What follows belongs to an exercise in optimizing a design on an open flow for small area, a short achievable clock period and few clock cycles per item; a production flow would make more cautious choices.
Function was not checked in any run shown here: the RTL went through the layout flow alone.

==> design/flow/design.v <==
module huffman(clk, reset, gray_valid, gray_data, CNT_valid, CNT1, CNT2, CNT3, CNT4, CNT5, CNT6,
               code_valid, HC1, HC2, HC3, HC4, HC5, HC6, M1, M2, M3, M4, M5, M6);
input clk;
input reset;
input gray_valid;
input [7:0] gray_data;
output reg CNT_valid;
output [7:0] CNT1, CNT2, CNT3, CNT4, CNT5, CNT6;
output reg code_valid;
output [7:0] HC1, HC2, HC3, HC4, HC5, HC6;
output [7:0] M1, M2, M3, M4, M5, M6;
reg        pv;           
reg  [2:0] pd;
reg        run;          
reg  [3:0] tc;           
reg  [7:0] w [0:5];      
reg  [5:0] m [0:5];      
reg  [4:0] r [1:6];      
assign CNT1 = w[5]; assign CNT2 = w[0]; assign CNT3 = w[1];
assign CNT4 = w[2]; assign CNT5 = w[3]; assign CNT6 = w[4];
reg        ins;          
reg        combine;      
reg  [3:0] uns3;         
wire       step = ins | combine;
wire [4:0] uns  = {1'b0, uns3};
function lt8(input [7:0] a, input [7:0] b);   
  reg [7:0] l, g;
  reg [3:0] l1, g1;
  reg [1:0] l2, g2;
  integer j;
  begin
    l = ~a & b;
    g = a & ~b;
    for (j = 0; j < 4; j = j + 1) begin
      l1[j] = l[2*j+1] | ~g[2*j+1] & l[2*j];
      g1[j] = g[2*j+1] | ~l[2*j+1] & g[2*j];
    end
    for (j = 0; j < 2; j = j + 1) begin
      l2[j] = l1[2*j+1] | ~g1[2*j+1] & l1[2*j];
      g2[j] = g1[2*j+1] | ~l1[2*j+1] & g1[2*j];
    end
    lt8 = l2[1] | ~g2[1] & l2[0];
  end
endfunction
wire [5:1] lt;
genvar gi;
generate for (gi = 1; gi < 6; gi = gi + 1) begin : g_lt
  assign lt[gi] = lt8(w[gi], w[0]);
end endgenerate
wire [4:0] c = uns | lt;
wire [7:0] sum = w[0] + w[1];
reg  [7:0] wsel;
always @* begin
  case (pd)
    3'd1: wsel = w[5];
    3'd2: wsel = w[0];
    3'd3: wsel = w[1];
    3'd4: wsel = w[2];
    3'd5: wsel = w[3];
    default: wsel = w[4];
  endcase
end
wire [7:0] winc = wsel + 8'd1;
always @(posedge clk or posedge reset) begin
  if (reset) begin
    pv <= 1'b0; pd <= 3'd0; CNT_valid <= 1'b0; code_valid <= 1'b0;
    run <= 1'b0; tc <= 4'd0; ins <= 1'b0; combine <= 1'b0; uns3 <= 4'b1111;
  end else begin
    pv <= gray_valid & ~run;
    pd <= gray_data[2:0];
    CNT_valid <= pv & ~gray_valid;
    if (CNT_valid) run <= 1'b1;
    if (step) tc <= tc + 4'd1;
    if (step) uns3 <= {1'b0, uns3[3:1]};
    ins <= (pv & ~gray_valid) | step & (tc < 4'd4 | (tc[0] & tc < 4'd12));
    combine <= step & ~tc[0] & (tc > 4'd3) & (tc < 4'd11);
    code_valid <= step & (tc == 4'd12);
  end
end
integer i;
always @(posedge clk) begin
  if (reset) begin
    for (i = 0; i < 6; i = i + 1) w[i] <= 8'd0;
  end else if (step) begin
    if (combine) begin
      w[0] <= sum;
      for (i = 1; i < 5; i = i + 1) w[i] <= w[i+1];
      w[5] <= 8'hff;
    end else begin
      for (i = 0; i < 5; i = i + 1)
        if (c[i]) w[i] <= w[i+1];
        else if (i == 0 || c[i-1]) w[i] <= w[0];
      if (c[4]) w[5] <= w[0];
    end
  end else if (pv) begin
    for (i = 0; i < 5; i = i + 1)
      if (pd == i + 2) w[i] <= winc;
    if (pd == 3'd1) w[5] <= winc;
  end
end
always @* m[5] = ~(m[0] | m[1] | m[2] | m[3] | m[4]);
always @(posedge clk or posedge reset) begin
  if (reset) begin
    m[0] <= 6'b000010; m[1] <= 6'b000100; m[2] <= 6'b001000;
    m[3] <= 6'b010000; m[4] <= 6'b100000;
  end else if (step) begin
    if (combine) begin
      m[0] <= m[0] | m[1];
      for (i = 1; i < 5; i = i + 1) m[i] <= m[i+1];
    end else begin
      for (i = 0; i < 5; i = i + 1)
        if (c[i]) m[i] <= m[i+1];
        else if (i == 0 || c[i-1]) m[i] <= m[0];
    end
  end
end
function [4:0] lead(input [4:0] v);    
  lead = {v[4], v[3] & ~v[4], v[2] & ~|v[4:3], v[1] & ~|v[4:2], v[0] & ~|v[4:1]};
endfunction
function [4:0] add_bit(input [4:0] v, input b);   
  reg [4:0] l;
  begin
    l = lead(v);
    add_bit = (v & ~l) | (l & {5{b}}) | {l[3:0], 1'b0};
  end
endfunction
genvar k;
generate for (k = 1; k <= 6; k = k + 1) begin : g_lvl
  wire a = m[0][k-1];
  wire b = m[1][k-1];
  always @(posedge clk or posedge reset) begin
    if (reset) r[k] <= 5'b00001;
    else if (step & combine & (a | b)) r[k] <= add_bit(r[k], a);
  end
end endgenerate
function [7:0] mask_of(input [4:0] v);
  mask_of = {3'b000, |v[4], |v[4:3], |v[4:2], |v[4:1], 1'b1};   
endfunction
function [7:0] code_of(input [4:0] v, input b);
  code_of = {3'b000, v & ({1'b0, |v[4], |v[4:3], |v[4:2], |v[4:1]} | {5{b}})};
endfunction
assign M1 = mask_of(r[1]); assign HC1 = code_of(r[1], m[0][0]);
assign M2 = mask_of(r[2]); assign HC2 = code_of(r[2], m[0][1]);
assign M3 = mask_of(r[3]); assign HC3 = code_of(r[3], m[0][2]);
assign M4 = mask_of(r[4]); assign HC4 = code_of(r[4], m[0][3]);
assign M5 = mask_of(r[5]); assign HC5 = code_of(r[5], m[0][4]);
assign M6 = mask_of(r[6]); assign HC6 = code_of(r[6], m[0][5]);
endmodule
==> design/flow/flow/run.sh <==
#!/bin/bash
# The standard layout (the standard.sh, which runs ORFS with the standard
# synthesis), except that the port buffers are the platform's smallest
# buffer instead of the delay cell buffer_ports picks by default. Every port
# still gets its own buffer. make's full output goes to standard.log here;
# ORFS keeps each step's log under orfs/logs.
set -euo pipefail
bash standard.sh "BUFFER_PORTS_ARGS=-buffer_cell sky130_fd_sc_hd__buf_1" finish > standard.log 2>&1
==> design/flow/standard.sh <==
#!/bin/bash
# synth_recipe.tcl (not shown) runs the flow's synth.tcl, then flattens the netlist and writes it again
# the make line also repeats each setting of config.mk as NAME=value (left out here)
make -C /OpenROAD-flow-scripts/flow DESIGN_CONFIG=/design/flow/config.mk WORK_HOME=/design/flow/orfs CLKGATE_MAP_FILE= SYNTH_SCRIPT=/design/flow/synth_recipe.tcl "${@:-finish}"
==> design/flow/config.mk <==
export PLATFORM = sky130hd
export DESIGN_NAME = huffman
export DESIGN_NICKNAME = huffman
export VERILOG_FILES = /design/flow/design.v
export SDC_FILE = /design/flow/constraint.sdc
export NUM_CORES = 4
export LEC_CHECK = 0
export ABC_AREA = 1
export CAP_MARGIN = 20
export CORE_MARGIN = 2
export CORE_UTILIZATION = 40
export SETUP_SLACK_MARGIN = 1.5
export SLEW_MARGIN = 20
==> design/flow/constraint.sdc <==
create_clock -name core_clock -period 4.0 [get_ports {clk}]
set_input_delay 0.8000 -clock core_clock [delete_from_list [all_inputs] [get_ports {clk}]]
set_output_delay 0.8000 -clock core_clock [all_outputs]
set_load 0.01 [all_outputs]
==> results.tsv, run 1 <==
stage	metric	value	unit
run_status	status	no timing/DRC/antenna violations	
routing	viasPerCell	5.06	
cts	numCtsBuffers	17	
logic_synthesis	synthesis.area_per_instance	6.46	um2
logic_synthesis	synth-edff-count	0	
critical_path	path_class	flip-flop to primary output	
sta	period_needed	2450	ps
sta	max_freq	408	MHz
logic_synthesis	ys_warn_count	6	
sta	hold_viol_final	0	
sta	period_share	61.3	%
logic_synthesis	synth_cells	1325	
logic_synthesis	netlist_area	8560	um2
cells_and_area	syn_to_final_growth	17.0	%
routing	drt-initial-drc-count	893	
routing	routedWlPerCell	15.0	um
routing	ant_nets	0	
logic_synthesis	synth-main-ff-cell	dfrtp_1	
floorplanning	die_h	150	um
cts	clock-sinks	125	
critical_path	crit_fanout	3	
cells_and_area	nets	1483	
cells_and_area	drive_above_1_share	11.9	%
sta	slew_headroom	48.0	%
floorplanning	core_area	21000	um2
min_path	min_path_type	flip-flop to flip-flop	
logic_synthesis	ys_async_sr_fraction	61.6	%
sta	tns	0	ps
global_routing	grt_antenna_before_repair	0	
placement	place_inst	1680	
logic_synthesis	ys_ff_latch	125	
global_routing	grt_max_degree	95	
placement	numPortBuffers	109	
routing	vias	8780	
sta	maxSlewViolCount	0	
cts	cts_buffer_depth	2	
floorplanning	num_rows	53	
floorplanning	io_pins	157	
cts	insertion_delay	430	ps
cts	path_clk_slew	60	ps
routing	dr.pass1.iters	6	
floorplanning	initial_core_util	40.7	%
cts	cts_tree	built	
sta	rsz0062_at_grt	yes	
cells_and_area	stdcell_count	1734	
routing	remaining_drc_errors	0	
sta	setup_viol	0	
critical_path	end_kind	primary output	
critical_path	cp-start-kind	flip-flop	
floorplanning	dieArea	22600	um2
sta	worst_pin_slew	780	ps
placement	dpl.hpwl	19200	um
critical_path	cp.required	3200	ps
global_routing	grt-ovfl-total	0	
flow_run	maxCapViolations	0	
global_routing	grt_pass1_vias	7711	
routing	finalWirelength	26000	um
floorplanning	die_x	150	um
logic_synthesis	ys_types	46	
placement	gp_congestion	0.916	
cts	htree_num_levels	4	
global_routing	grt_pass1_wl	41000	um
sta	fin_skew	12.4	ps
cells_and_area	diodes	0	
global_routing	track_usage	23.4	%
logic_synthesis	ys_seq_area_share	34.0	%
cts	cts-root-buf	clkbuf_16	
critical_path	cp.arrival	1650	ps
[per-stage QoR]
stage	hold slack, ps	area (um2)	util [%]	worst slack (ps)
3_3_place_gp	404	9040	43.0	1260
2_1_floorplan	393	8710	-	1850
4_1_cts	418	9670	46.0	1460
5_1_grt	423	10000	47.7	1410
3_5_place_dp	410	9040	43.0	1170
6_report	416	10000	47.7	1550
[registers in the layout, indices dropped and copies added, names as in the netlist, 3 cells and up, named ones only]
| signal | count |
|---|---|
| tc | 4 |
| pd | 3 |
| m | 30 |
| uns3 | 4 |
| r | 24 |
| w | 48 |
[repair_timing]
item	4_1_cts	5_1_grt
setup endpoints to repair	47	73
hold buffers	0	0
buffers inserted	1	21
pin swaps	0	13
endpoints found under the hold margin	0	0
gates resized for setup	24	70
[cell type report]
class                      count  area (um2)
clock buffer                  19         433
clock inverter                13         141
fill                        2210       11000
inverter                     207         805
multi-input combinational    949        4680
sequential                   125        2930
tap                          275         344
timing repair buffer         146         693
[cells in the final DEF, fill, tap and decap left out, types with 25 or more instances in the layout]
cell	n
a21oi_1	69
dfrtp_1	54
inv_1	186
buf_1	107
nand3_1	43
o21ai_0	122
conb_1	42
nor2_1	142
nand2_1	359
buf_4	36
ha_1	25
dfxtp_1	44
[routing by layer]
| metal | vias up | part of all wire, % | GRT usage, % | wire (um) |
|---|---|---|---|---|
| li1 | 4371 | - | - | - |
| met1 | 4024 | 47 | 33.6 | 12200 |
| met2 | 333 | 43 | 35.3 | 11200 |
| met3 | 52 | 7.6 | 4.15 | 1980 |
| met4 | 0 | 2.6 | 7.97 | 665 |
| met5 | - | 0 | 0 | 0 |
[synthesized netlist by cell type, types with 6 or more instances]
cell type	count	area share (%)
dfstp_2	15	4.6
a21boi_0	6	0.53
o22ai_1	17	1.2
ha_1	25	3.7
dfrtp_1	62	18
nand3_1	45	2.6
nand2_1	370	16
buf_2	15	0.88
dfxtp_1	48	11
nor2_1	155	6.8
o21ai_0	130	7.6
inv_1	198	8.7
o211ai_1	13	1.1
nand4_1	15	1.1
clkbuf_1	16	0.70
a21oi_1	72	4.2
buf_4	51	4.5
[critical path, cell delays in order, from the launching register on]
cell and delay (ps):
dfrtp_1 400, nor2_2 150, inv_2 60, nor2_4 110, inv_2 40, nor2_1 70
inv_1 70, o21ai_2 150, inv_1 50, clkbuf_2 120
[path summary, 6_finish.rpt]
| path | slack (ps) | endpoint | startpoint | cells after the start |
|---|---|---|---|---|
| max | 1550 | HC6[0] | r[6][3] | 9 |
| min | 420 | pv | run | 1 |
| max reg2reg | 1620 | w[1][1] | combine | 8 |
| min reg2reg | 420 | pv | run | 1 |
| max in group asynchronous | 2580 | m[2][3] | reset | 3 |
| min in group asynchronous | 570 | tc[0] | reset | 2 |
[kinds of logic after synthesis]
kind of cell | after synthesis | synth area share, %
buffers and inverters | 291 | 15.4
adders and majority gates | 26 | 3.89
DFF | 125 | 34.0
AOI/OAI and AO/OA | 266 | 17.1
and+or+nand+nor | 610 | 29.0
other | 2 | 0.0877
xor gates and xnor gates | 5 | 0.512
==> run 2, diff against run 1 <==
--- a/design/flow/config.mk
+++ b/design/flow/config.mk
@@ -9,5 +9,5 @@
 export CAP_MARGIN = 20
 export CORE_MARGIN = 2
 export CORE_UTILIZATION = 40
-export SETUP_SLACK_MARGIN = 1.5
+export SETUP_SLACK_MARGIN = 1.65
 export SLEW_MARGIN = 20
==> run 2 against run 1 <==
Die area unchanged; setup slack improved by 38 ps; first-iteration DRC count decreased by 10%; clock-buffer cell count is the same.
==> results.tsv, run 2 <==
stage	metric	value	unit
floorplanning	dieArea	22600	um2
cts	hold_buffers	0	
sta	slew_headroom	47.7	%
floorplanning	die_x	150	um
sta	maxSlewViolCount	0	
global_routing	grt_pass1_wl	42200	um
routing	vias	8989	
cells_and_area	top_regs	w: 48 flops, m: 30 flops, r: 24 flops	
cts	cts-root-buf	clkbuf_16	
sta	period_needed	2410	ps
cts	path_clk_slew	60	ps
sta	tns	0	ps
routing	routedWlPerCell	15.2	um
logic_synthesis	synth_top_area_share	18.1	%
cts	cts_buffer_depth	2	
logic_synthesis	synth-main-ff-cell	dfrtp_1	
global_routing	track_usage	24.0	%
placement	gp_congestion	0.916	
global_routing	grt_max_degree	95	
global_routing	grt-ovfl-total	0	
critical_path	cp.arrival	1610	ps
routing	ant_nets	0	
placement	postPlaceCellArea	9040	um2
cells_and_area	largest_reg_flops	48	
logic_synthesis	synth-edff-count	0	
cts	insertion_delay	420	ps
logic_synthesis	netlist_area	8560	um2
routing	finalWirelength	27000	um
cells_and_area	diodes	0	
routing	remaining_drc_errors	0	
cells_and_area	top_register	w	
placement	numPortBuffers	109	
critical_path	crit_fanout	3	
routing	drt-initial-drc-count	803	
sta	rsz0062_at_grt	yes	
cts	clock-sinks	125	
routing	viasPerCell	5.08	
cells_and_area	drive_above_1_share	16.7	%
flow_run	maxCapViolations	0	
logic_synthesis	ys_seq_area_share	34.0	%
min_path	hold_start	run	
floorplanning	initial_core_util	40.7	%
critical_path	path_class	flip-flop to primary output	
cts	cts_tree	built	
cells_and_area	final_common_cell	nand2_1	
cells_and_area	fin_area	10400	um2
logic_synthesis	synthTopCellsByCount	370 x nand2_1, 198 x inv_1, 155 x nor2_1	
critical_path	cp.required	3200	ps
global_routing	grt_antenna_before_repair	0	
logic_synthesis	ys_async_sr_fraction	61.6	%
cts	numCtsBuffers	17	
cells_and_area	nets	1518	
global_routing	grt_pass1_vias	7957	
logic_synthesis	yosys.cell_count.top_type	nand2_1	
critical_path	cp-start-kind	flip-flop	
min_path	min_path_type	flip-flop to flip-flop	
cells_and_area	syn_to_final_growth	21.7	%
critical_path	startpoint	r[6][4]	
logic_synthesis	ys_types	46	
logic_synthesis	synth_cells	1325	
logic_synthesis	ys_warn_count	6	
floorplanning	io_pins	157	
sta	setup_viol	0	
floorplanning	core_area	21000	um2
logic_synthesis	ys_ff_latch	125	
sta	worst_pin_slew	785	ps
sta	period_share	60.3	%
cts	htree_num_levels	4	
critical_path	reg2reg_from	pd[1]	
logic_synthesis	synth_top_cell_by_area	dfrtp_1	
sta	fin_skew	11.5	ps
cells_and_area	final_cell_mix	354 x nand2_1, 180 x inv_1, 134 x nor2_1, 121 x o21ai_0, 95 x buf_1	
placement	dpl.hpwl	19200	um
logic_synthesis	synthTopCellsByArea	dfrtp_1 18%, nand2_1 16%, dfxtp_1 11%	
logic_synthesis	synthesis.area_per_instance	6.46	um2
sta	hold_viol_final	0	
routing	dr.pass1.iters	5	
run_status	status	no timing/DRC/antenna violations	
critical_path	end_kind	primary output	
sta	max_freq	414	MHz
floorplanning	die_h	150	um
floorplanning	num_rows	53	
-- run 2: logic make-up after synthesis --
family                     Yosys count  share of synthesized area, %
and+or+nand+nor                    610                          29.0
buffers and inverters              291                          15.4
AOI/OAI and AO/OA                  266                          17.1
DFF                                125                          34.0
adders and majority gates           26                          3.89
xor gates and xnor gates             5                         0.512
other                                2                        0.0877
-- run 2: cell type report --
class / count / area (um2)
timing repair buffer: 181 / 1010
tap: 275 / 344
inverter: 207 / 806
clock buffer: 19 / 433
fill: 2155 / 10600
clock inverter: 13 / 141
sequential: 125 / 2930
multi-input combinational: 949 / 4760
-- run 2: worst paths after layout --
check	end	cells past startpoint	slack, ps
setup reg to reg	w[2][4]	14	1760
setup / recovery	HC6[0]	9	1590
min in group asynchronous	tc[0]	2	570
max in group asynchronous	m[2][3]	3	2570
hold / removal	pv	1	420
hold reg to reg	pv	1	420
-- run 2: metrics by stage --
stage / util (%) / instances / worst slack, ps / hold slack, ps
floorplan: - / 1365 / 1850 / 393
global placement: 43.0 / 1680 / 1260 / 404
detailed placement: 43.0 / 1680 / 1170 / 410
CTS: 47.4 / 1742 / 1560 / 418
global route: 49.6 / 1769 / 1480 / 423
finish: 49.6 / 1769 / 1590 / 416
-- run 2: routing by layer --
metal  share of wire, %  GRT usage [%]
met5                  0              0
met4                2.7           9.10
met3                7.6           4.55
met2                 44           36.2
met1                 46           34.0
-- run 2: worst max-delay path, stage by stage, from the launching register on --
cell,delay (ps)
dfrtp_1,390
nor2_2,150
inv_2,60
nor2_4,90
inv_2,40
nor2_1,70
inv_1,70
o21ai_2,150
inv_1,50
clkbuf_2,120
-- run 2: what timing repair did --
action | in CTS | in global routing
endpoints found under the setup margin | 81 | 90
cloned | 0 | 1
setup buffers | 30 | 26
resized for setup | 54 | 95
pin swaps | 9 | 24
==> run 3, diff against run 2 <==
--- a/design/flow/design.v
+++ b/design/flow/design.v
@@ -99,7 +99,7 @@
   end
 end
 always @* m[5] = ~(m[0] | m[1] | m[2] | m[3] | m[4]);
-always @(posedge clk or posedge reset) begin
+always @(posedge clk) begin
   if (reset) begin
     m[0] <= 6'b000010; m[1] <= 6'b000100; m[2] <= 6'b001000;
     m[3] <= 6'b010000; m[4] <= 6'b100000;
@@ -128,7 +128,7 @@
 generate for (k = 1; k <= 6; k = k + 1) begin : g_lvl
   wire a = m[0][k-1];
   wire b = m[1][k-1];
-  always @(posedge clk or posedge reset) begin
+  always @(posedge clk) begin
     if (reset) r[k] <= 5'b00001;
     else if (step & combine & (a | b)) r[k] <= add_bit(r[k], a);
   end
--- a/design/flow/config.mk
+++ b/design/flow/config.mk
@@ -9,5 +9,5 @@
 export CAP_MARGIN = 20
 export CORE_MARGIN = 2
 export CORE_UTILIZATION = 40
-export SETUP_SLACK_MARGIN = 1.65
+export SETUP_SLACK_MARGIN = 1.5
 export SLEW_MARGIN = 20
==> run 3 against run 2 <==
Synthesized cell count rose by 1.1%; critical path type is now flip-flop to flip-flop; register-to-register slack worse by 180 ps; global-route usage is 1.0 points lower; clock-buffer cell count did not move; hold slack better by 12 ps; sequential share of layout area shrank 1.4 points; die area decreased by 0.88%.
==> results.tsv, run 3 <==
stage	metric	value	unit
run_status	status	no timing/DRC/antenna violations	
logic_synthesis	ys_ff_latch	125	
sta	rsz0062_at_grt	yes	
logic_synthesis	synth_top_cell_by_area	dfxtp_1	
cells_and_area	largest_reg_flops	48	
global_routing	grt_pass1_vias	7490	
cells_and_area	final_cell_mix	320 x nand2_1, 167 x inv_1, 152 x nor2_1, 136 x o21ai_0, 109 x buf_1	
critical_path	r2r_cells	14	
cells_and_area	diodes	0	
min_path	hold_start	run	
sta	period_share	60.5	%
logic_synthesis	synthTopCellsByArea	dfxtp_1 25%, nand2_1 14%, o21ai_0 8.1%	
cells_and_area	syn_to_final_growth	15.4	%
global_routing	grt_antenna_before_repair	0	
sta	fin_skew	11.5	ps
global_routing	grt-ovfl-total	0	
cts	path_clk_slew	60	ps
sta	maxSlewViolCount	0	
global_routing	grt_max_degree	49	
critical_path	cp.required	4370	ps
routing	vias	8797	
floorplanning	io_pins	157	
sta	max_freq	413	MHz
placement	postPlaceCellArea	8920	um2
critical_path	crit_fanout	8	
routing	viasPerCell	5.07	
cells_and_area	top_register	w	
floorplanning	num_rows	53	
sta	setup_viol	0	
min_path	min_path_type	flip-flop to flip-flop	
logic_synthesis	ys_warn_count	6	
sta	hold_viol_final	0	
cts	cts_buffer_depth	2	
routing	drt-initial-drc-count	657	
critical_path	cp.arrival	2790	ps
global_routing	grt_pass1_wl	39900	um
critical_path	reg2reg_from	pd[2]	
floorplanning	die_h	150	um
cells_and_area	nets	1484	
logic_synthesis	synth_top_area_share	25.5	%
cts	hold_buffers	0	
logic_synthesis	synth_cells	1340	
placement	dpl.hpwl	19100	um
critical_path	cp-start-kind	flip-flop	
floorplanning	initial_core_util	40.6	%
logic_synthesis	synthesis.area_per_instance	6.33	um2
min_path	min_path_cells	1	
critical_path	end_kind	flip-flop	
routing	dr.pass1.iters	6	
cells_and_area	fin_area	9790	um2
critical_path	path_class	flip-flop to flip-flop	
routing	routedWlPerCell	15.0	um
cts	clock-sinks	125	
logic_synthesis	ys_types	50	
cells_and_area	final_common_cell	nand2_1	
cells_and_area	final_util	46.9	%
sta	tns	0	ps
floorplanning	die_x	150	um
cts	htree_num_levels	4	
logic_synthesis	netlist_area	8480	um2
logic_synthesis	ys_async_sr_fraction	13.6	%
sta	period_needed	2420	ps
floorplanning	core_area	20900	um2
logic_synthesis	yosys.cell_count.top_type	nand2_1	
routing	finalWirelength	26100	um
cells_and_area	drive_above_1_share	11.1	%
logic_synthesis	synthTopCellsByCount	324 x nand2_1, 175 x inv_1, 163 x nor2_1	
cts	cts-root-buf	clkbuf_16	
logic_synthesis	ys_seq_area_share	30.6	%
routing	remaining_drc_errors	0	
logic_synthesis	synth-main-ff-cell	dfxtp_1	
min_path	worstHoldEndpoint	pv	
placement	gp_congestion	0.912	
global_routing	track_usage	23.0	%
flow_run	maxCapViolations	0	
placement	numPortBuffers	109	
sta	worst_pin_slew	607	ps
critical_path	r2r-end	w[0][4]	
critical_path	r2r_setup_slack	1580	ps
cts	insertion_delay	440	ps
cts	cts_tree	built	
cells_and_area	top_regs	w: 48 flops, m: 30 flops, r: 24 flops	
sta	slew_headroom	59.5	%
logic_synthesis	synth-edff-count	0	
cts	numCtsBuffers	17	
routing	ant_nets	0	
floorplanning	dieArea	22400	um2
## run 3: cell types whose count changed in the layout (fill, tap and decap cells not counted), sizes merged, moves of 13 or more
| cell | change |
|---|---|
| a21oi | +35 |
| buf | -37 |
| dfrtp | -49 |
| dfxtp | +60 |
| inv | -17 |
| nand2 | -39 |
| nand3 | +18 |
| nor2 | +13 |
| o21ai | +14 |
## run 3: final cells by class
cell class | count | area, um2
clock buffers | 19 | 453
clock inverters | 13 | 108
fillers | 2277 | 11100
inverters | 193 | 756
multi-input cells | 976 | 4890
flip-flops and latches | 125 | 2610
well taps | 275 | 344
repair buffers | 134 | 622
## run 3: what timing repair did
action                                 CTS  global route
buffers inserted                         1            14
gates resized for setup                 15            48
endpoints found under the hold margin    0             0
setup endpoints to repair               51            72
pin swaps                                0             5
## run 3: per-stage QoR
stage | worst slack (ps) | std cells | hold WS [ps]
after floorplan | 1580 | 1380 | 393
after global placement | 1220 | 1688 | 410
after detailed placement | 1150 | 1688 | 419
after CTS | 1490 | 1721 | 428
after global routing | 1470 | 1735 | 460
final | 1580 | 1735 | 428
## run 3: kinds of logic (layout without fill, tap and decap cells)
logic type,Yosys count,in the layout,share of synthesized area [%]
adder cells (fa/ha/maj),26,26,3.92
AO/OA/AOI/OAI,297,297,19.7
flip-flops,125,125,30.6
XOR/XNOR,5,5,0.516
AND/OR/NAND/NOR,606,606,30.1
buffers and inverters,279,359,15.1
other,2,42,0.0885
## run 3: worst max path at each step
stage             from  slack [ps]  cells after the start       to
6_report         pd[2]        1580                     14  w[0][4]
5_1_grt        w[0][6]        1470                     12  w[0][4]
4_1_cts          pd[0]        1490                     14  w[0][1]
3_5_place_dp   w[0][1]        1150                     12  w[0][1]
3_3_place_gp   w[0][1]        1220                     12  w[0][1]
2_1_floorplan    reset        1580                      5  m[0][1]
## run 3: layer usage
layer | share of wire [%] | up-vias | wire length, um | track usage [%]
met4 | 2.6 | 0 | 666 | 8.71
met3 | 7.6 | 47 | 1990 | 3.93
met2 | 46 | 335 | 12100 | 37.2
met1 | 44 | 3979 | 11300 | 30.5
met5 | 0 | - | 0 | 0
li1 | - | 4436 | - | -
## run 3: critical path: stages, from the launching register on
cell and delay (ps):
dfrtp_2 520, clkinv_4 160, buf_4 170, nand4_1 80, nand2_1 60, nor2_1 240
a21oi_2 120, ha_2 210, nand2_2 100, clkinv_1 120, nand2_1 80, nand2_1 70
nor2_4 200, inv_2 110, a21oi_2 120
==> run 4, diff against run 3 <==
==> design/flow/design.v (replaced) <==
module huffman(clk, reset, gray_valid, gray_data, CNT_valid, CNT1, CNT2, CNT3, CNT4, CNT5, CNT6,
               code_valid, HC1, HC2, HC3, HC4, HC5, HC6, M1, M2, M3, M4, M5, M6);
input clk;
input reset;
input gray_valid;
input [7:0] gray_data;
output CNT_valid;
output [7:0] CNT1, CNT2, CNT3, CNT4, CNT5, CNT6;
output code_valid;
output [7:0] HC1, HC2, HC3, HC4, HC5, HC6;
output [7:0] M1, M2, M3, M4, M5, M6;
reg        gv1;
reg        run;          
reg  [3:0] tc;           
reg  [7:0] w [0:5];      
reg  [5:0] m [0:5];      
reg  [4:0] r [1:6];      
wire fin = gv1 & ~gray_valid;
assign CNT_valid = fin;
assign CNT1 = w[5]; assign CNT2 = w[0]; assign CNT3 = w[1];
assign CNT4 = w[2]; assign CNT5 = w[3]; assign CNT6 = w[4];
wire step   = (fin | run) & (tc < 4'd9);
wire sort   = tc < 4'd5;
wire merge  = ~sort;
assign code_valid = run & (tc == 4'd9);
wire [7:0] sum = w[0] + w[1];
wire [7:0] X   = sort ? w[0] : sum;
wire [5:0] XM  = sort ? m[0] : (m[0] | m[1]);
wire [5:1] uns;
assign uns[1] = tc < 4'd4;
assign uns[2] = tc < 4'd3;
assign uns[3] = tc < 4'd2;
assign uns[4] = tc < 4'd1;
assign uns[5] = 1'b0;
wire [5:1] lt;
genvar gi;
generate for (gi = 1; gi < 6; gi = gi + 1) begin : g_lt
  assign lt[gi] = w[gi] < X;
end endgenerate
wire [5:0] c;
assign c[0] = sort ? (uns[1] | lt[1]) : lt[2];
assign c[1] = sort ? (uns[2] | lt[2]) : lt[3];
assign c[2] = sort ? (uns[3] | lt[3]) : lt[4];
assign c[3] = sort ? (uns[4] | lt[4]) : lt[5];
assign c[4] = sort ? lt[5] : 1'b0;
assign c[5] = 1'b0;
integer i;
always @(posedge clk or posedge reset) begin
  if (reset) begin
    gv1 <= 1'b0; run <= 1'b0; tc <= 4'd0;
  end else begin
    gv1 <= gray_valid;
    if (fin) run <= 1'b1;
    if (step | code_valid) tc <= tc + 4'd1;
  end
end
always @(posedge clk or posedge reset) begin
  if (reset) begin
    for (i = 0; i < 6; i = i + 1) w[i] <= 8'd0;
    m[0] <= 6'b000010; m[1] <= 6'b000100; m[2] <= 6'b001000;
    m[3] <= 6'b010000; m[4] <= 6'b100000; m[5] <= 6'b000001;
  end else if (step) begin
    for (i = 0; i < 6; i = i + 1) begin
      if (c[i]) begin
        w[i] <= sort ? w[i+1] : (i < 4 ? w[i+2] : 8'hff);
        m[i] <= sort ? m[i+1] : (i < 4 ? m[i+2] : 6'd0);
      end else if (i == 0 || c[i-1]) begin
        w[i] <= X;
        m[i] <= XM;
      end else if (merge) begin
        w[i] <= (i < 5) ? w[i+1] : 8'hff;
        m[i] <= (i < 5) ? m[i+1] : 6'd0;
      end
    end
  end else if (gray_valid & ~run) begin
    for (i = 0; i < 5; i = i + 1)
      if (gray_data[2:0] == i + 2) w[i] <= w[i] + 8'd1;
    if (gray_data[2:0] == 3'd1) w[5] <= w[5] + 8'd1;
  end
end
function [4:0] lead(input [4:0] v);    
  lead = {v[4], v[3] & ~v[4], v[2] & ~|v[4:3], v[1] & ~|v[4:2], v[0] & ~|v[4:1]};
endfunction
function [4:0] add_bit(input [4:0] v, input b);   
  reg [4:0] l;
  begin
    l = lead(v);
    add_bit = (v & ~l) | (l & {5{b}}) | {l[3:0], 1'b0};
  end
endfunction
genvar k;
generate for (k = 1; k <= 6; k = k + 1) begin : g_lvl
  wire a = m[0][k-1];
  wire b = m[1][k-1];
  always @(posedge clk or posedge reset) begin
    if (reset) r[k] <= 5'b00001;
    else if (step & merge & (a | b)) r[k] <= add_bit(r[k], a);
  end
end endgenerate
function [7:0] mask_of(input [4:0] v);
  mask_of = {3'b000, |v[4], |v[4:3], |v[4:2], |v[4:1], |v[4:0]};
endfunction
function [7:0] code_of(input [4:0] v, input b);
  code_of = {3'b000, (v & {1'b0, |v[4], |v[4:3], |v[4:2], |v[4:1]}) | (lead(v) & {5{b}})};
endfunction
assign M1 = mask_of(r[1]); assign HC1 = code_of(r[1], m[0][0]);
assign M2 = mask_of(r[2]); assign HC2 = code_of(r[2], m[0][1]);
assign M3 = mask_of(r[3]); assign HC3 = code_of(r[3], m[0][2]);
assign M4 = mask_of(r[4]); assign HC4 = code_of(r[4], m[0][3]);
assign M5 = mask_of(r[5]); assign HC5 = code_of(r[5], m[0][4]);
assign M6 = mask_of(r[6]); assign HC6 = code_of(r[6], m[0][5]);
endmodule
==> design/flow/run.sh (new file) <==
#!/bin/bash
# synth_recipe.tcl (not shown) runs the flow's synth.tcl, then flattens the netlist and writes it again
# the make line also repeats each setting of config.mk as NAME=value (left out here)
make -C /OpenROAD-flow-scripts/flow DESIGN_CONFIG=/design/flow/config.mk WORK_HOME=/design/flow/orfs CLKGATE_MAP_FILE= SYNTH_SCRIPT=/design/flow/synth_recipe.tcl finish
--- a/design/flow/config.mk
+++ b/design/flow/config.mk
@@ -5,9 +5,7 @@
 export SDC_FILE = /design/flow/constraint.sdc
 export NUM_CORES = 4
 export LEC_CHECK = 0
-export ABC_AREA = 1
 export CAP_MARGIN = 20
 export CORE_MARGIN = 2
 export CORE_UTILIZATION = 40
-export SETUP_SLACK_MARGIN = 1.5
 export SLEW_MARGIN = 20
removed: design/flow/flow/run.sh
removed: design/flow/standard.sh
==> run 4 against run 3 <==
The layout now fails its checks (negative setup slack); clock skew is 1.4 ps lower; first-iteration DRC count is 35% higher; register-to-register slack worse by 1800 ps; area after synthesis is 12% higher; sequential cell count is 5 lower; sequential share of layout area is 4.0 points lower; routed wire length is 24% higher; setup slack worse by 1800 ps; maximum frequency is 42% lower; via count is 11% higher; critical endpoint is now m[3][1]; largest cell class unchanged; highest routed layer unchanged.
==> results.tsv, run 4 <==
stage	metric	value	unit
run_status	status	complete, but fails checks	
run_status	violations	negative setup slack	
cells_and_area	top_register	w	
global_routing	grt_pass1_wl	50000	um
logic_synthesis	synth.area.mux_share	8.27	%
logic_synthesis	synthesis.area_per_instance	8.29	um2
cts	cts_buffer_depth	2	
logic_synthesis	synthTopCellsByArea	dfrtp_1 28%, ha_1 5.5%, mux2i_1 5.3%	
placement	gp_congestion	0.907	
logic_synthesis	synthAdderAreaFrac	5.98	%
logic_synthesis	synth-compound-area-share	25.7	%
routing	finalWirelength	32400	um
sta	setup_viol	68	
logic_synthesis	ys_seq_area_share	31.8	%
placement	dpl.hpwl	21600	um
logic_synthesis	synthXorXnorAreaFrac	3.23	%
cts	cts_tree	built	
sta	fin_ws	-193	ps
sta	rsz0062_at_grt	yes	
cells_and_area	fin_area	13300	um2
placement	pre_cts_slack	-281	ps
floorplanning	die_x	158	um
cts	cts-root-buf	clkbuf_16	
global_routing	grt_antenna_before_repair	0	
logic_synthesis	synthTopCellsByCount	123 x nand2_1, 108 x dfrtp_1, 97 x a21oi_1	
sta	whs	473	ps
logic_synthesis	yosys.cell_count.top_type	nand2_1	
routing	ant_nets	0	
global_routing	busiest_layer	met2	
sta	worst_pin_slew	799	ps
critical_path	path_class	flip-flop to flip-flop	
logic_synthesis	synth_top_cell_by_area	dfrtp_1	
sta	slew_headroom	46.8	%
logic_synthesis	synth_top_family_by_area	compound AO/OA/AOI/OAI gates	
routing	vias	9785	
critical_path	cp-start-kind	flip-flop	
cts	numCtsBuffers	17	
floorplanning	num_rows	56	
cells_and_area	largest_reg_flops	48	
cts	hold_buffers	0	
floorplanning	initial_core_util	40.6	%
cts	htree_num_levels	4	
cells_and_area	final_common_cell	nand2_1	
sta	fin_skew	10.1	ps
logic_synthesis	netlist_area	9500	um2
critical_path	crit_fanout	6	
sta	period_needed	4190	ps
floorplanning	io_pins	157	
global_routing	met2_usage	38.9	%
flow_run	maxCapViolations	0	
routing	drt-initial-drc-count	889	
global_routing	grt_util_met3	4.35	%
cells_and_area	syn_to_final_growth	40.3	%
sta	maxSlewViolCount	0	
routing	routedWlPerCell	19.2	um
logic_synthesis	yosys.area_share.simple	16.9	%
critical_path	end_kind	flip-flop	
cells_and_area	final_cell_mix	118 x nand2_1, 115 x clkdlybuf4s50_1, 113 x buf_4, 105 x dfrtp_1, 84 x nor2_1	
global_routing	use_met1	37.5	%
routing	viasPerCell	5.80	
cells_and_area	drive_above_1_share	26.2	%
sta	max_freq	238	MHz
min_path	min_path_type	flip-flop to flip-flop	
cells_and_area	nets	1409	
routing	remaining_drc_errors	0	
critical_path	cp.arrival	4490	ps
floorplanning	dieArea	25000	um2
cells_and_area	fillCellCount	2102	
logic_synthesis	ys_types	71	
logic_synthesis	synth_cells	1146	
global_routing	track_usage	25.7	%
logic_synthesis	ys_warn_count	5	
logic_synthesis	synth-main-ff-cell	dfrtp_1	
logic_synthesis	ys_async_sr_fraction	100	%
cts	path_clk_slew	60	ps
routing	dr.pass1.iters	8	
placement	numPortBuffers	115	
floorplanning	core_area	23400	um2
sta	period_share	105	%
critical_path	cp.required	4290	ps
logic_synthesis	synth_top_area_share	28.5	%
cts	clock-sinks	120	
global_routing	grt_pass1_vias	8981	
placement	postPlaceCellArea	11500	um2
logic_synthesis	ys_ff_latch	120	
global_routing	grt-ovfl-total	0	
logic_synthesis	synth-edff-count	0	
cts	insertion_delay	430	ps
cells_and_area	top_regs	w: 48 flops, m: 36 flops, r: 24 flops	
placement	place_inst	1610	
global_routing	grt_max_degree	59	
cells_and_area	diodes	0	
floorplanning	die_h	158	um
cells_and_area	stdcell_count	1687	
sta	hold_viol_final	0	
run 4: cell types whose count changed after synthesis, sizes merged, moves of 22 or more:
| cell | before | now |
|---|---|---|
| o21ai | 147 | 73 |
| nand2 | 337 | 123 |
| xnor2 | 2 | 24 |
| a31oi | 5 | 38 |
| inv | 188 | 36 |
| mux2 | 0 | 25 |
| dfrtp | 13 | 108 |
| mux2i | 0 | 50 |
| dfxtp | 108 | 0 |
| clkbuf | 21 | 60 |
| nor2 | 173 | 89 |
| nand3 | 67 | 31 |
run 4: cells by family after synthesis:
logic type,after synthesis
AOI/OAI and AO/OA,371
xor gates and xnor gates,35
adders and majority gates,45
buffers and inverters,152
DFF,120
muxes,75
other,1
and+or+nand+nor,347
run 4: final timing paths:
path	end	from	slack, ps	cells past startpoint
setup / recovery	m[3][1]	w[0][0]	-190	20
hold / removal	m[5][0]	m[5][0]	470	2
setup reg to reg	m[3][1]	w[0][0]	-190	20
hold reg to reg	m[5][0]	m[5][0]	470	2
max in group asynchronous	tc[2]	reset	2230	3
min in group asynchronous	w[2][2]	reset	860	2
run 4: layout make-up:
class	count	area, um2	share of cell area [%]
Multi-Input combinational cell	909	6590	49.4
Sequential cell	120	3020	22.7
Inverter	36	138	1.03
Clock inverter	13	146	1.10
Timing Repair Buffer	271	2590	19.4
Clock buffer	19	443	3.32
Tap cell	319	399	3.00
run 4: what timing repair did:
item | CTS | global route
gates resized for setup | 89 | 107
gates cloned | 3 | 1
pin swaps | 34 | 36
setup buffers | 32 | 14
endpoints found under the setup margin | 81 | 83
run 4: per-layer routing:
layer,share of wire [%],vias up,wire (um)
met5,0,-,0
met3,6.6,56,2120
met2,45,414,14600
li1,-,4566,-
met4,2.0,0,643
met1,46,4749,15000
run 4: per-stage QoR:
| step | setup TNS [ps] | utilization (%) |
|---|---|---|
| after floorplan | -5090 | - |
| after global placement | -9240 | 49.3 |
| after detailed placement | -11790 | 49.3 |
| after CTS | -3190 | 54.8 |
| after global routing | -19050 | 56.9 |
| final | -7750 | 56.9 |
run 4: critical path, cell delays in order, from the launching register on:
cell and delay, ps:
dfrtp_2 430, ha_4 180, fa_2 340, a21o_1 180, a21oi_2 140, xor2_1 80
nor2_1 140, a21oi_2 50, buf_6 150, buf_6 120, ha_4 260, o211ai_1 80
nor2_1 120, a221o_1 220, a21oi_1 70, o31a_1 360, o2bb2ai_4 200, buf_6 160
mux2_2 340, a222oi_1 320, a221oi_1 130
==> run 5, diff against run 4 <==
==> design/flow/design.v (replaced) <==
module huffman(clk, reset, gray_valid, gray_data, CNT_valid, CNT1, CNT2, CNT3, CNT4, CNT5, CNT6,
               code_valid, HC1, HC2, HC3, HC4, HC5, HC6, M1, M2, M3, M4, M5, M6);
input clk;
input reset;
input gray_valid;
input [7:0] gray_data;
output CNT_valid;
output [7:0] CNT1, CNT2, CNT3, CNT4, CNT5, CNT6;
output code_valid;
output [7:0] HC1, HC2, HC3, HC4, HC5, HC6;
output [7:0] M1, M2, M3, M4, M5, M6;
reg        gv1;
reg        run;          
reg  [3:0] tc;           
reg  [7:0] w [0:5];      
reg  [2:0] p [1:6];      
reg  [4:0] r [1:6];      
wire fin = gv1 & ~gray_valid;
assign CNT_valid = fin;
assign CNT1 = w[5]; assign CNT2 = w[0]; assign CNT3 = w[1];
assign CNT4 = w[2]; assign CNT5 = w[3]; assign CNT6 = w[4];
wire step    = (fin | run) & (tc < 4'd12);
wire combine = (tc > 4'd4) & tc[0];
assign code_valid = run & (tc == 4'd12);
wire [5:1] uns;
assign uns[1] = tc < 4'd4;
assign uns[2] = tc < 4'd3;
assign uns[3] = tc < 4'd2;
assign uns[4] = tc < 4'd1;
assign uns[5] = 1'b0;
wire [5:1] lt;
genvar gi;
generate for (gi = 1; gi < 6; gi = gi + 1) begin : g_lt
  assign lt[gi] = w[gi] < w[0];
end endgenerate
wire [4:0] c = uns | lt;
wire [2:0] q = c[4] ? 3'd5 : c[3] ? 3'd4 : c[2] ? 3'd3 : c[1] ? 3'd2 : c[0] ? 3'd1 : 3'd0;
integer i;
always @(posedge clk or posedge reset) begin
  if (reset) begin
    gv1 <= 1'b0; run <= 1'b0; tc <= 4'd0;
  end else begin
    gv1 <= gray_valid;
    if (fin) run <= 1'b1;
    if (step | code_valid) tc <= tc + 4'd1;
  end
end
always @(posedge clk or posedge reset) begin
  if (reset) begin
    for (i = 0; i < 6; i = i + 1) w[i] <= 8'd0;
  end else if (step) begin
    if (combine) begin
      w[0] <= w[0] + w[1];
      for (i = 1; i < 5; i = i + 1) w[i] <= w[i+1];
      w[5] <= 8'hff;
    end else begin
      for (i = 0; i < 5; i = i + 1)
        if (c[i]) w[i] <= w[i+1];
        else if (i == 0 || c[i-1]) w[i] <= w[0];
      if (c[4]) w[5] <= w[0];
    end
  end else if (gray_valid & ~run) begin
    for (i = 0; i < 5; i = i + 1)
      if (gray_data[2:0] == i + 2) w[i] <= w[i] + 8'd1;
    if (gray_data[2:0] == 3'd1) w[5] <= w[5] + 8'd1;
  end
end
function [4:0] lead(input [4:0] v);    
  lead = {v[4], v[3] & ~v[4], v[2] & ~|v[4:3], v[1] & ~|v[4:2], v[0] & ~|v[4:1]};
endfunction
function [4:0] add_bit(input [4:0] v, input b);   
  reg [4:0] l;
  begin
    l = lead(v);
    add_bit = (v & ~l) | (l & {5{b}}) | {l[3:0], 1'b0};
  end
endfunction
genvar k;
generate for (k = 1; k <= 6; k = k + 1) begin : g_lvl
  wire [2:0] pk = p[k];
  wire top = (pk[2:1] == 2'b00);
  always @(posedge clk or posedge reset) begin
    if (reset) begin
      p[k] <= (k == 1) ? 3'd5 : k - 2;
      r[k] <= 5'b00001;
    end else if (step) begin
      if (combine) begin
        p[k] <= top ? 3'd0 : pk - 3'd1;
        if (top) r[k] <= add_bit(r[k], ~pk[0]);
      end else begin
        if (pk == 3'd0) p[k] <= q;
        else if (c[pk - 3'd1]) p[k] <= pk - 3'd1;
      end
    end
  end
end endgenerate
function [7:0] mask_of(input [4:0] v);
  mask_of = {3'b000, |v[4], |v[4:3], |v[4:2], |v[4:1], |v[4:0]};
endfunction
function [7:0] code_of(input [4:0] v, input b);
  code_of = {3'b000, (v & {1'b0, |v[4], |v[4:3], |v[4:2], |v[4:1]}) | (lead(v) & {5{b}})};
endfunction
wire sw = lt[1];
assign M1 = mask_of(r[1]); assign HC1 = code_of(r[1], (p[1] == 3'd0) ^ sw);
assign M2 = mask_of(r[2]); assign HC2 = code_of(r[2], (p[2] == 3'd0) ^ sw);
assign M3 = mask_of(r[3]); assign HC3 = code_of(r[3], (p[3] == 3'd0) ^ sw);
assign M4 = mask_of(r[4]); assign HC4 = code_of(r[4], (p[4] == 3'd0) ^ sw);
assign M5 = mask_of(r[5]); assign HC5 = code_of(r[5], (p[5] == 3'd0) ^ sw);
assign M6 = mask_of(r[6]); assign HC6 = code_of(r[6], (p[6] == 3'd0) ^ sw);
endmodule
==> run 5 against run 4 <==
Now clean on timing, DRC and antenna; highest routed layer unchanged; via count fell by 17%; critical path depth fell by 11; clock skew fell by 1.6 ps; cell area fell by 22%; setup slack improved by 330 ps.
==> results.tsv, run 5 <==
stage	metric	value	unit
routing	drt-initial-drc-count	409	
cts	path_clk_slew	70	ps
logic_synthesis	yosys.area_share.simple	16.6	%
global_routing	grt-ovfl-total	0	
routing	vias	8107	
logic_synthesis	synth_cells	1035	
sta	tns	0	ps
floorplanning	core_area	21200	um2
cells_and_area	top_register	w	
critical_path	end_kind	primary output	
logic_synthesis	synth-main-ff-cell	dfrtp_1	
floorplanning	die_h	152	um
global_routing	grt_pass1_wl	39900	um
critical_path	r2r_cells	10	
critical_path	reg2reg_from	w[0][7]	
sta	hold_viol_final	0	
critical_path	crit_fanout	8	
logic_synthesis	synth-compound-area-share	28.9	%
cells_and_area	nets	1217	
logic_synthesis	synth_top_cell_by_area	dfrtp_1	
cells_and_area	largest_reg_flops	48	
placement	dpl.hpwl	18100	um
global_routing	grt_max_degree	60	
sta	worst_pin_slew	851	ps
sta	period_share	96.5	%
global_routing	grt_pass1_vias	7474	
cells_and_area	diodes	0	
logic_synthesis	synthXorXnorAreaFrac	2.01	%
min_path	min_path_cells	1	
placement	numPortBuffers	115	
cts	cts_setup_buffers	0	
global_routing	grt_antenna_before_repair	0	
cells_and_area	top_regs	w: 48 flops, r: 24 flops, p: 18 flops	
logic_synthesis	synth_top_area_share	25.6	%
cells_and_area	syn_to_final_growth	19.6	%
sta	slew_headroom	43.3	%
critical_path	cp.required	3200	ps
cts	insertion_delay	370	ps
cts	cts_tree	built	
critical_path	cpMaxStageDelayCell	clkdlybuf4s50_1	
logic_synthesis	synthesis.area_per_instance	8.42	um2
cells_and_area	final_common_cell	clkdlybuf4s50_1	
cts	cts-root-buf	clkbuf_16	
routing	ant_nets	0	
floorplanning	initial_core_util	41.0	%
logic_synthesis	ys_warn_count	5	
sta	whs	473	ps
critical_path	crit_buf_inv	2	
logic_synthesis	synth.area.mux_share	4.88	%
floorplanning	die_x	152	um
logic_synthesis	synth_top_family_by_area	compound AO/OA/AOI/OAI gates	
critical_path	cp-start-kind	flip-flop	
placement	gp_congestion	0.863	
cells_and_area	final_cell_mix	115 x clkdlybuf4s50_1, 89 x a21oi_1, 89 x dfrtp_1, 82 x nand2_1, 79 x nor2_1	
critical_path	cp.depth	9	
routing	routedWlPerCell	17.7	um
critical_path	path_class	flip-flop to primary output	
critical_path	critPathMaxStageDelay	500	ps
global_routing	track_usage	22.1	%
min_path	min_path_type	flip-flop to flip-flop	
floorplanning	dieArea	23000	um2
critical_path	cp_top_family	buffers and inverters	
logic_synthesis	synthAdderAreaFrac	9.42	%
cts	cts_resized	0	
sta	setup_viol	0	
sta	maxSlewViolCount	0	
critical_path	startpoint	w[1][1]	
cells_and_area	drive_above_1_share	9.16	%
run_status	status	no timing/DRC/antenna violations	
routing	viasPerCell	5.71	
routing	dr.pass1.iters	6	
routing	remaining_drc_errors	0	
logic_synthesis	ys_ff_latch	102	
cts	cts_buffer_depth	2	
logic_synthesis	synthTopCellsByArea	dfrtp_1 26%, ha_1 9.2%, a21oi_1 5.1%	
cts	hold_buffers	0	
floorplanning	num_rows	53	
critical_path	cp.arrival	3060	ps
cts	htree_num_levels	3	
logic_synthesis	synthTopCellsByCount	89 x a21oi_1, 89 x dfrtp_1, 82 x nand2_1	
flow_run	maxCapViolations	0	
sta	rsz0062_at_grt	yes	
sta	fin_skew	8.49	ps
sta	max_freq	259	MHz
floorplanning	io_pins	157	
routing	finalWirelength	25100	um
critical_path	cp_cell_sequence	ha_1, nor2b_1, o211ai_1, a21oi_1, nor2_1, buf_4, xor2_1, a21boi_0, clkdlybuf4s50_1	
logic_synthesis	netlist_area	8710	um2
sta	period_needed	3860	ps
logic_synthesis	ys_seq_area_share	29.5	%
cts	clock-sinks	102	
logic_synthesis	ys_async_sr_fraction	100	%
logic_synthesis	ys_types	80	
logic_synthesis	synth-edff-count	0	
cts	numCtsBuffers	9	
-- run 5: worst paths after layout --
path	endpoint	slack [ps]
min in group asynchronous	w[5][5]	930
max in group asynchronous	p[5][1]	2280
max	HC6[1]	140
min	flip-flop	470
max reg2reg	p[2][1]	940
min reg2reg	flip-flop	470
-- run 5: logic make-up after synthesis --
group,after synthesis
multiplexers,40
flip-flops,102
AO/OA/AOI/OAI,358
buffers and inverters,148
other,1
XOR/XNOR,20
adder cells (fa/ha/maj),65
AND/OR/NAND/NOR,301
-- run 5: stage by stage --
step / setup slack [ps] / util, % / area, um2 / std cells
after floorplan: 546 / - / 8840 / 1070
after global placement: 529 / 47.5 / 10100 / 1405
after detailed placement: 511 / 47.5 / 10100 / 1405
after CTS: 109 / 49.0 / 10400 / 1421
after global routing: -76.2 / 49.1 / 10400 / 1421
final: 138 / 49.1 / 10400 / 1421
-- run 5: final cells by class --
type                       instances  area [um2]
inverter                          65         246
multi-input combinational        820        5560
timing repair buffer             143        1390
clock inverter                     4        70.1
sequential                       102        2570
clock buffer                      12         246
fill                            2148       10800
tap                              275         344
-- run 5: worst register-to-register path: cells and delay by family, from the launching register on --
kind                     cells  cell delay (ps)
AND/OR/NAND/NOR              2             1160
AO/OA/AOI/OAI                3              740
flip-flops                   1              350
buffers and inverters        3              280
adder cells (fa/ha/maj)      1              280
multiplexers                 1              170
-- run 5: metal layers --
metal,GRT usage [%],vias up,wire length (um)
met5,0,-,0
met1,29.7,3880,11500
met2,37.2,229,12100
met4,6.02,0,361
li1,-,3973,-
met3,3.20,25,1100

## what the ideal ports hide
In the flow no input, the clock included, has a driving cell. The finished layouts below were timed again as built, in two steps.
Step 1, drivers: a clkbuf_16 drives clk and a buf_2 each remaining input, both assumed.
Step 2 moves the port delays by t, midway between the first and last clock arrival at a register: inputs arrive t later, outputs are due t later. That takes back most of the time a late clock gives input paths.
a / b / c = ideal / step 1 / step 2; a / b = the first two.
| run | t, ns | setup slack, ns | worst slew at a driven data input, ns |
|---|---|---|---|
| run 1 | 0.468 | 1.549 / 1.502 / 1.623 | 0.06 |
| run 2 | 0.468 | 1.586 / 1.538 / 1.760 | 0.06 |
| run 3 | 0.477 | 1.578 / 1.578 / 1.578 | 0.03 |
| run 4 | 0.471 | -0.193 / -0.193 / -0.193 | 0.03 |
| run 5 | 0.410 | 0.138 / 0.090 / 0.500 | 0.04 |
